Background: an optimization exercise with open tools, aiming at small area. Do not read the settings as production practice. Function was checked by simulation only, so behaviour that the tests miss may differ from the original. Power and IR drop assume default switching activity.

==> flow/design.v (excerpt) <==
module physic (
    input wire clk,
    input wire rst_n,
    input wire en,
    input wire p1_move_left, p1_move_right, p1_jump, p1_smash,
    input wire p2_move_left, p2_move_right, p2_jump, p2_smash,
    input wire p1_cover,
    input wire p2_cover,
    output wire [9:0] p1_pos_x, p1_pos_y,
    output wire [9:0] p2_pos_x, p2_pos_y,
    output wire [9:0] ball_pos_x, ball_pos_y,
    output wire p1_is_smash,
    output wire p2_is_smash,
    output wire ball_is_smash,
    output reg game_over,
    output reg [1:0] winner,
    output reg valid
);
Size in the first run: about 1,200 cells after synthesis, about 80 I/O pins, about 11,000 sq um of cells after synthesis.
export LEC_CHECK = 0
export ABC_AREA = 0
export ABC_CLOCK_PERIOD_IN_PS = 100000
export CAP_MARGIN = 20
export CORE_MARGIN = 2
export CORE_UTILIZATION = 60
export PLACE_DENSITY = 0.7
export SLEW_MARGIN = 20
create_clock -name core_clock -period 10.0 [get_ports {clk}]
standard.sh (not shown) runs the stock make flow with config.mk's settings and CLKGATE_MAP_FILE= SYNTH_SCRIPT=/design/flow/synth_recipe.tcl, a recipe that flattens the netlist after the stock synthesis.
==> flow/flow/run.sh <==
#!/bin/bash
# Own layout flow: the standard flow (standard.sh, unchanged synthesis and steps), with
# the smallest buffer for the port buffers and clock tree synthesis without dummy loads.
set -euo pipefail
export BUFFER_PORTS_ARGS="-buffer_cell sky130_fd_sc_hd__buf_1"
export CTS_ARGS="-sink_clustering_enable -repair_clock_nets -dont_use_dummy_load -buf_list sky130_fd_sc_hd__clkbuf_4 -sink_clustering_size 10 -sink_clustering_max_diameter 35"
bash standard.sh > standard_flow.log 2>&1
Next try:
Settings changed: CORE_UTILIZATION 60 to 75, PLACE_DENSITY 0.7 to 0.85.
=> Core utilization grows by 15 points. Area after synthesis does not change. Clock-buffer cell count grows by 2. Worst setup slack got worse by 0.31 ns. Global-route usage grows by 6.6 points. Via count grows by 2.7%. Worst hold slack got worse by 0.027 ns. Clock power grows by about 4%. Die area shrinks by 19%. Power grows by 1.3%.
Next try:
Settings changed: CORE_UTILIZATION 75 to 40, PLACE_DENSITY 0.85 to 0.6.
Count of clock-buffer cells in the layout is unchanged. Routed wire length climbs by 5.0%. Via count drops by 3.4%. Design area climbs by 2.0%. Worst setup slack improved by 0.021 ns. Sequential power stays flat. Sequential cell count stays the same.

physic, a different RTL version from the one above (not shown whole).
Size in the first run: about 1500 cells after synthesis, ~230 flip-flops, roughly 80 I/O pins, ~12000 um^2 of cells after synthesis.
export LEC_CHECK = 0
export ABC_AREA = 1
export CAP_MARGIN = 20
export CORE_MARGIN = 2
export CORE_UTILIZATION = 60
export PLACE_DENSITY = 0.7
export SLEW_MARGIN = 20
create_clock -name core_clock -period 10.0 [get_ports {clk}]
==> flow/flow/run.sh <==
#!/bin/bash
# Own layout flow: the standard flow (standard.sh, unchanged synthesis and steps), with
# the smallest buffer for the port buffers and clock tree synthesis without dummy loads.
set -euo pipefail
export BUFFER_PORTS_ARGS="-buffer_cell sky130_fd_sc_hd__buf_1"
export CTS_ARGS="-sink_clustering_enable -repair_clock_nets -dont_use_dummy_load -buf_list sky130_fd_sc_hd__clkbuf_8 -sink_clustering_size 32 -sink_clustering_max_diameter 60"
bash standard.sh > standard_flow.log 2>&1
Rerun with:
==> flow/flow/run.sh (replaced) <==
#!/bin/bash
# Own layout flow: the standard flow (standard.sh, unchanged synthesis and steps), with
# the smallest buffer for the port buffers and clock tree synthesis without dummy loads.
set -euo pipefail
export BUFFER_PORTS_ARGS="-buffer_cell sky130_fd_sc_hd__buf_1"
export CTS_ARGS="-sink_clustering_enable -repair_clock_nets -dont_use_dummy_load -buf_list sky130_fd_sc_hd__clkbuf_4 -sink_clustering_size 16 -sink_clustering_max_diameter 45"
bash standard.sh > standard_flow.log 2>&1
After rerunning:
- utilization barely changes
- synthesized cell count does not change
- worst setup slack is better by 220 ps
- sequential power is about the same
- wire length is higher slightly
- count of clock-buffer cells in the layout is higher by 13
- die area stays the same
- combinational power stays flat
Rerun with:
==> flow/flow/run.sh (replaced) <==
#!/bin/bash
# Own layout flow: the standard flow (standard.sh, unchanged synthesis and steps), with
# the smallest buffer for the port buffers and clock tree synthesis without dummy loads.
set -euo pipefail
export BUFFER_PORTS_ARGS="-buffer_cell sky130_fd_sc_hd__buf_1"
export CTS_ARGS="-sink_clustering_enable -repair_clock_nets -dont_use_dummy_load -buf_list sky130_fd_sc_hd__clkbuf_4 -sink_clustering_size 10 -sink_clustering_max_diameter 35"
bash standard.sh > standard_flow.log 2>&1
After rerunning: The changed run completed with no timing, DRC or antenna violations; worst hold slack improved by 12 ps; sequential share of layout area came out lower by 0.21 points; synthesized area is unchanged.
Rerun with:
==> flow/flow/run.sh (replaced) <==
#!/bin/bash
# Own layout flow: the standard flow (standard.sh, unchanged synthesis and steps), with
# the smallest buffer for the port buffers and clock tree synthesis without dummy loads.
set -euo pipefail
export BUFFER_PORTS_ARGS="-buffer_cell sky130_fd_sc_hd__buf_1"
export CTS_ARGS="-sink_clustering_enable -repair_clock_nets -dont_use_dummy_load -buf_list {sky130_fd_sc_hd__clkbuf_2 sky130_fd_sc_hd__clkbuf_4} -sink_clustering_size 12 -sink_clustering_max_diameter 35"
bash standard.sh > standard_flow.log 2>&1
Effect: Cell area stays the same; wire length is unchanged; sequential power stays flat; flip-flop and latch count is unchanged; clock power hardly moves; first-iteration DRC count stays the same; synthesized area does not change; fmax is unchanged; cell count does not change.

== tundra ==
physic, a different RTL version from the one above (not shown whole).
Size: about 1200 cells after synthesis, about 80 I/O pins, roughly 11000 um2 of cells after synthesis.
==> flow/config.mk <==
export PLATFORM = sky130hd
export DESIGN_NAME = physic
export DESIGN_NICKNAME = physic
export VERILOG_FILES = /design/flow/design.v
export SDC_FILE = /design/flow/constraint.sdc
export NUM_CORES = 4
export LEC_CHECK = 0
export ABC_AREA = 0
export ABC_CLOCK_PERIOD_IN_PS = 100000
export CAP_MARGIN = 0
export CORE_MARGIN = 2
export CORE_UTILIZATION = 60
export PLACE_DENSITY = 0.7
export SLEW_MARGIN = 0
==> flow/constraint.sdc <==
create_clock -name core_clock -period 10.0 [get_ports {clk}]
set_input_delay 2.0000 -clock core_clock [delete_from_list [all_inputs] [get_ports {clk}]]
set_output_delay 2.0000 -clock core_clock [all_outputs]
set_load 0.01 [all_outputs]
==> flow/flow/run.sh <==
#!/bin/bash
# Own layout flow: the standard flow (standard.sh, unchanged synthesis and steps), with
# the smallest buffer for the port buffers and clock tree synthesis without dummy loads.
set -euo pipefail
export BUFFER_PORTS_ARGS="-buffer_cell sky130_fd_sc_hd__buf_1"
export CTS_ARGS="-sink_clustering_enable -repair_clock_nets -dont_use_dummy_load -buf_list sky130_fd_sc_hd__clkbuf_4 -sink_clustering_size 10 -sink_clustering_max_diameter 35"
bash standard.sh > standard_flow.log 2>&1
Inputs modified between tundra and amber:
==> flow/flow/run.sh <==
#!/bin/bash
# Own layout flow: the standard flow (standard.sh, unchanged synthesis and steps), with
# the smallest buffer for the port buffers and clock tree synthesis without dummy loads.
set -euo pipefail
export BUFFER_PORTS_ARGS="-buffer_cell sky130_fd_sc_hd__buf_1"
export CTS_ARGS="-sink_clustering_enable -repair_clock_nets -dont_use_dummy_load -buf_list sky130_fd_sc_hd__clkbuf_4 -root_buf sky130_fd_sc_hd__clkbuf_4 -tree_buf sky130_fd_sc_hd__clkbuf_2 -sink_clustering_size 10 -sink_clustering_max_diameter 35"
bash standard.sh > standard_flow.log 2>&1
==> comparison <==
Power share of the combinational group: amber vs tundra — no meaningful difference
Both conditions hold for amber: the flow ran to the end and the final layout passed the timing, DRC and antenna checks.
Number of buffers inserted by port buffering came out exactly the same in tundra and amber.
amber against tundra: final net count has remained practically unchanged; total placed cells including tap cells was more or less identical.
Diff tundra -> amber: core outline area barely changed; count of multi-input combinational gates barely changed; initial antenna violation count barely changed.
Part of the cycle the worst path needs of tundra is on par with amber.
The inputs of fjord differ from those of amber as listed below.
- a change of CAP_MARGIN from 0 to 20
- a change of SLEW_MARGIN from 0 to 20
==> flow/flow/run.sh <==
#!/bin/bash
# Own layout flow: the standard flow (standard.sh, unchanged synthesis and steps), with
# the smallest buffer for the port buffers and clock tree synthesis without dummy loads.
set -euo pipefail
export BUFFER_PORTS_ARGS="-buffer_cell sky130_fd_sc_hd__buf_1"
export CTS_ARGS="-sink_clustering_enable -repair_clock_nets -dont_use_dummy_load -buf_list sky130_fd_sc_hd__clkbuf_4 -sink_clustering_size 10 -sink_clustering_max_diameter 35"
bash standard.sh > standard_flow.log 2>&1
--- outcome ---
Status: overall power of the completed layout parity (amber, fjord)
Against amber, fjord comes in 0.037 ns lower on minimum period implied by the final worst setup slack.
Of the two values seen for end of the critical path, f_nb was produced by amber and f_vyq by fjord.
Arrival time at the worst endpoint: fjord vs amber down 0.03 ns

## v6
Another version of the RTL of physic (not shown whole).
Size in the first run: ~1200 cells after synthesis, roughly 80 I/O pins, ~12000 sq um of cells after synthesis.
Design physic, start of the top module:
module physic (
    input wire clk,
    input wire rst_n,
    input wire en,
    input wire p1_move_left, p1_move_right, p1_jump, p1_smash,
    input wire p2_move_left, p2_move_right, p2_jump, p2_smash,
    input wire p1_cover,
    input wire p2_cover,
    output wire [9:0] p1_pos_x, p1_pos_y,
    output wire [9:0] p2_pos_x, p2_pos_y,
    output wire [9:0] ball_pos_x, ball_pos_y,
    output wire p1_is_smash,
    output wire p2_is_smash,
    output wire ball_is_smash,
    output reg game_over,
    output reg [1:0] winner,
    output wire valid
);
export LEC_CHECK = 0
export ABC_AREA = 0
export ABC_CLOCK_PERIOD_IN_PS = 30000
export CAP_MARGIN = 20
export CORE_MARGIN = 2
export CORE_UTILIZATION = 60
export PLACE_DENSITY = 0.7
export SLEW_MARGIN = 20
create_clock -name core_clock -period 10.0 [get_ports {clk}]
==> flow/flow/run.sh <==
#!/bin/bash
# Own layout flow: the standard flow (standard.sh, unchanged synthesis and steps), with
# the smallest buffer for the port buffers and clock tree synthesis without dummy loads.
set -euo pipefail
export BUFFER_PORTS_ARGS="-buffer_cell sky130_fd_sc_hd__buf_1"
export CTS_ARGS="-sink_clustering_enable -repair_clock_nets -dont_use_dummy_load -buf_list sky130_fd_sc_hd__clkbuf_4 -sink_clustering_size 10 -sink_clustering_max_diameter 35"
bash standard.sh > standard_flow.log 2>&1
v6 completed end to end with timing, DRC and antenna clean.
Changes in v7 relative to v6:
# v6
export LEC_CHECK = 0
export ABC_AREA = 0
export ABC_CLOCK_PERIOD_IN_PS = 30000
export CAP_MARGIN = 20
export CORE_MARGIN = 2
export CORE_UTILIZATION = 60
export PLACE_DENSITY = 0.7
export SLEW_MARGIN = 20
create_clock -name core_clock -period 10.0 [get_ports {clk}]
# v7
export LEC_CHECK = 0
export ABC_AREA = 0
export ABC_CLOCK_PERIOD_IN_PS = 100000
export CAP_MARGIN = 20
export CORE_MARGIN = 2
export CORE_UTILIZATION = 60
export PLACE_DENSITY = 0.7
export SLEW_MARGIN = 20
create_clock -name core_clock -period 10.0 [get_ports {clk}]
[summary]
v7 -> v6: worst hold margin delta 0, exact match. Summary of v7 over v6: total global routing overflow held steady, first-iteration DRC count level, sequential share of layout area has remained practically unchanged.

==> static timing again, ports no longer ideal <==
Ports are ideal in the flow. The routed layouts listed here were re-timed in OpenROAD. Step 1, drivers: a clkbuf_16 drives clk and a buf_2 each remaining input, both assumed. Step 2 adds t to the input delays and takes it off the output delays; t is the mean of the earliest and latest rising clock arrival at the registers after step 1. Input paths then give back, and output paths get back, about the clock's delay inside the block. Slacks: ideal / step 1 / step 2; pairs: ideal / step 1.
run | t, ns | slack for setup (ns) | latest minus earliest clock arrival (ns) | worst register clock-pin slew, ns | cell pins on the clock port's net
the first run of note 1 | 0.660 | 4.357 / 4.357 / 3.865 | 0.093 / 0.094 | 0.10 / 0.10 | 1
the second run of note 1 | 0.647 | 4.048 / 4.048 / 3.890 | 0.081 / 0.081 | 0.11 / 0.11 | 1
the third run of note 1 | 0.653 | 4.069 / 4.069 / 3.870 | 0.098 / 0.098 | 0.11 / 0.11 | 1
the first run of note 2 | 0.559 | 4.556 / 4.578 / 4.018 | 0.071 / 0.071 | 0.12 / 0.12 | 1
the second run of note 2 | 0.721 | 4.779 / 4.796 / 4.075 | 0.072 / 0.072 | 0.11 / 0.11 | 1
the third run of note 2 | 0.659 | 4.689 / 4.705 / 4.046 | 0.078 / 0.078 | 0.11 / 0.11 | 1
the fourth run of note 2 | 0.659 | 4.689 / 4.705 / 4.046 | 0.078 / 0.078 | 0.11 / 0.11 | 1
tundra | 0.643 | 4.224 / 4.224 / 4.130 | 0.057 / 0.058 | 0.11 / 0.11 | 1
amber | 0.643 | 4.224 / 4.224 / 4.130 | 0.057 / 0.058 | 0.11 / 0.11 | 1
fjord | 0.644 | 4.261 / 4.261 / 4.149 | 0.056 / 0.056 | 0.11 / 0.11 | 1
v6 | 0.632 | 4.158 / 4.158 / 3.679 | 0.064 / 0.064 | 0.10 / 0.10 | 1
v7 | 0.632 | 4.158 / 4.158 / 3.679 | 0.064 / 0.064 | 0.10 / 0.10 | 1
After both steps setup and hold are still met in every run listed. For the second run of note 2, which loses most, drivers alone change the setup slack by +0.017 ns; drivers and shift together by -0.704 ns.
